This is an optimization exercise on Yosys and OpenROAD, whose aim is small area, not a production implementation. Only simulation tests tie the RTL to the original design; equivalence was not proved.

==> flow/design.v (excerpt) <==
module Gshare_branch_predictor(
    input clk,
    input rst_n,
    input  predict_valid,
    input  [6:0] predict_pc,
    output predict_taken,
    output [6:0] predict_history,
    input train_valid,
    input train_taken,
    input train_mispredicted,
    input [6:0] train_history,
    input [6:0] train_pc
);
For scale: roughly 1300 cells after synthesis, roughly 260 flip-flops.
Settings: LEC_CHECK=0, CAP_MARGIN=5, CORE_MARGIN=2, CORE_UTILIZATION=70, SLEW_MARGIN=5, SYNTH_HIERARCHICAL=1, SYNTH_MINIMUM_KEEP_SIZE=0; clock period 7.0 ns.
standard.sh (not shown) runs the stock make flow with config.mk's settings and CLKGATE_MAP_FILE= SYNTH_SCRIPT=/design/flow/synth_recipe.tcl, a recipe that flattens the netlist after the stock synthesis.
==> flow/flow/run.sh <==
#!/bin/bash
# Own layout flow: the standard ORFS flow (standard.sh), with
#  - synthesis mapped by an area-oriented ABC script (flow/area.abc) instead of
#    ORFS's speed script; everything else in the synthesis is the standard flow's script,
#  - ports buffered with the smallest buffer,
#  - a clock tree built from smaller clock buffers without dummy loads.
# Each tool's output goes to a log file in this folder (and ORFS's own logs
# under orfs/logs).
set -euo pipefail
W=$(pwd)
export AREA_ABC_SCRIPT=$W/flow/area.abc

# The standard flow's synthesis script with ABC's -script argument replaced
{
  head -n 1 synth_recipe.tcl
  cat <<'TCL'
proc abc {args} {
  set i [lsearch -exact $args -script]
  if { $i >= 0 } { set args [lreplace $args $i [expr { $i + 1 }] -script $::env(AREA_ABC_SCRIPT)] }
  yosys abc {*}$args
}
TCL
  tail -n +2 synth_recipe.tcl
} > area_synth.tcl
sed "s|synth_recipe.tcl|area_synth.tcl|g" standard.sh > area_standard.sh

bash area_standard.sh \
  "BUFFER_PORTS_ARGS=-buffer_cell sky130_fd_sc_hd__buf_1" \
  "CTS_ARGS=-sink_clustering_enable -repair_clock_nets -dont_use_dummy_load -buf_list sky130_fd_sc_hd__clkbuf_8 -sink_clustering_size 16 -sink_clustering_max_diameter 80" \
  finish > make.log 2>&1
==> flow/flow/area.abc <==
strash
&get -n
&st
&synch2
&put
dch -f
amap
The baseline completed without violations.
Edit:
Settings changed: CAP_MARGIN 5 to 20, CORE_UTILIZATION 70 to 60, SLEW_MARGIN 5 to 20.
Effect: The changed run completed without violations; setup slack degrades by 0.18 ns; wire length decreases by 2.7%; flip-flop and latch count stays the same; cell area increases by 0.70%.

---

## the previous run
The RTL this note starts from:
==> flow/design.v <==
`timescale 1ns/1ps
module Gshare_branch_predictor(
    input clk,
    input rst_n,
    input  predict_valid,
    input  [6:0] predict_pc,
    output predict_taken,
    output [6:0] predict_history,
    input train_valid,
    input train_taken,
    input train_mispredicted,
    input [6:0] train_history,
    input [6:0] train_pc
);
    reg [6:0] GHR;
    reg [127:0] p;    
    reg [127:0] qn;   
    wire [6:0] predict_index = predict_pc ^ GHR;
    wire [6:0] train_index   = train_pc ^ train_history;
    assign predict_taken   = p[predict_index];
    assign predict_history = GHR;
    always @(posedge clk or negedge rst_n) begin
        if (!rst_n)
            GHR <= 7'b0;
        else if (train_valid && train_mispredicted)
            GHR <= {train_history[5:0], train_taken};
        else if (predict_valid)
            GHR <= {GHR[5:0], predict_taken};
    end
    wire [7:0]  row = {8{train_valid}} & (8'd1 << train_index[6:4]);
    wire [15:0] col = 16'd1 << train_index[3:0];
    wire train_p  = p[train_index];
    wire train_qn = ~(train_p ^ train_taken);
    genvar k;
    generate
        for (k = 0; k < 128; k = k + 1) begin : g_pht
            wire en = ~(row[k/16] & col[k%16]);    
            wire x  = ~((en | qn[k]) & p[k]);
            wire p_d  = ~((en | qn[k] | ~train_taken) & x);
            wire qn_d = ~((en | ~train_qn) & ~(en & qn[k]));
            always @(posedge clk or negedge rst_n) begin
                if (!rst_n) begin
                    p[k]  <= 1'b0;
                    qn[k] <= 1'b0;
                end else begin
                    p[k]  <= p_d;
                    qn[k] <= qn_d;
                end
            end
        end
    endgenerate
endmodule
==> flow/config.mk <==
export PLATFORM = sky130hd
export DESIGN_NAME = Gshare_branch_predictor
export DESIGN_NICKNAME = Gshare_branch_predictor
export VERILOG_FILES = /design/flow/design.v
export SDC_FILE = /design/flow/constraint.sdc
export NUM_CORES = 4
export LEC_CHECK = 0
export CAP_MARGIN = 20
export CORE_MARGIN = 2
export CORE_UTILIZATION = 40
export SLEW_MARGIN = 20
==> flow/constraint.sdc <==
create_clock -name core_clock -period 7.0 [get_ports {clk}]
set_input_delay 1.4000 -clock core_clock [delete_from_list [all_inputs] [get_ports {clk}]]
set_output_delay 1.4000 -clock core_clock [all_outputs]
set_load 0.01 [all_outputs]
==> flow/flow/run.sh <==
#!/bin/bash
# Own layout flow: the standard ORFS flow (standard.sh), with
#  - synthesis mapped by an area-oriented ABC script (flow/area.abc) instead of
#    ORFS's speed script; everything else in the synthesis is the standard flow's script,
#  - ports buffered with the smallest buffer,
#  - a clock tree built from smaller clock buffers without dummy loads.
# Each tool's output goes to a log file in this folder (and ORFS's own logs
# under orfs/logs).
set -euo pipefail
W=$(pwd)
export AREA_ABC_SCRIPT=$W/flow/area.abc

# The standard flow's synthesis script with ABC's -script argument replaced
{
  head -n 1 synth_recipe.tcl
  cat <<'TCL'
proc abc {args} {
  set i [lsearch -exact $args -script]
  if { $i >= 0 } { set args [lreplace $args $i [expr { $i + 1 }] -script $::env(AREA_ABC_SCRIPT)] }
  yosys abc {*}$args
}
TCL
  tail -n +2 synth_recipe.tcl
} > area_synth.tcl
sed "s|synth_recipe.tcl|area_synth.tcl|g" standard.sh > area_standard.sh

bash area_standard.sh \
  "BUFFER_PORTS_ARGS=-buffer_cell sky130_fd_sc_hd__buf_1" \
  "CTS_ARGS=-sink_clustering_enable -repair_clock_nets -dont_use_dummy_load -buf_list sky130_fd_sc_hd__clkbuf_8 -sink_clustering_size 24" \
  finish > make.log 2>&1
Scripts as last shown in full above: flow/flow/area.abc
Input-level comparison between the current run and the previous run:
Settings: CORE_UTILIZATION changed from 40 to 70.
==> flow/run.sh (new file) <==
#!/bin/bash
# synth_recipe.tcl (not shown) runs the flow's synth.tcl, then flattens the netlist and writes it again
# the make line also repeats each setting of config.mk as NAME=value (left out here)
make -C /OpenROAD-flow-scripts/flow DESIGN_CONFIG=/design/flow/config.mk WORK_HOME=/design/flow/orfs CLKGATE_MAP_FILE= SYNTH_SCRIPT=/design/flow/synth_recipe.tcl finish
removed: flow/flow/run.sh
removed: flow/flow/area.abc
removed: flow/standard.sh
[summary]
The current run finished every stage and its layout cleared the timing, DRC and antenna checks. Against the previous run, the current run reports a inverter count of the layout excluding clock inverters that is lower. Diff the current run and the previous run: sequential cell area share higher in the previous run. Post-layout worst setup margin (higher): the current run. Cell area went up by a little under 10% going from the previous run to the current run.

[re-timing with driven ports]
No port has a modelled driver above. Below, the same layouts with a new extraction and two added sets of constraints.
Step 1 assumes that a clkbuf_16 drives the clock port and a buf_2 every other input.
Step 2, shift: input delay + t, output delay - t, t = (earliest + latest rising clock arrival at the registers) / 2. This alone moves slack from input paths to output paths.
Slacks: ideal / step 1 / step 2; pairs: ideal / step 1.
run | shift t [ns] | slack for setup (ns) | latest minus earliest clock arrival (ns) | worst register clock-pin slew, ns | worst data-port slew with drivers (ns)
the first run of note 1 | 0.559 | 1.490 / 1.465 / 1.465 | 0.062 / 0.063 | 0.11 / 0.11 | 0.03
the second run of note 1 | 0.578 | 1.308 / 1.285 / 1.285 | 0.046 / 0.046 | 0.11 / 0.11 | 0.04
the previous run | 0.585 | 1.109 / 1.077 / 0.978 | 0.027 / 0.027 | 0.06 / 0.06 | 0.03
the current run | 0.571 | 1.116 / 1.092 / 1.092 | 0.017 / 0.018 | 0.07 / 0.07 | 0.05
After both steps every run listed still meets setup and hold. For the previous run, which loses most, drivers alone change the setup slack by -0.032 ns; drivers and shift together by -0.131 ns.
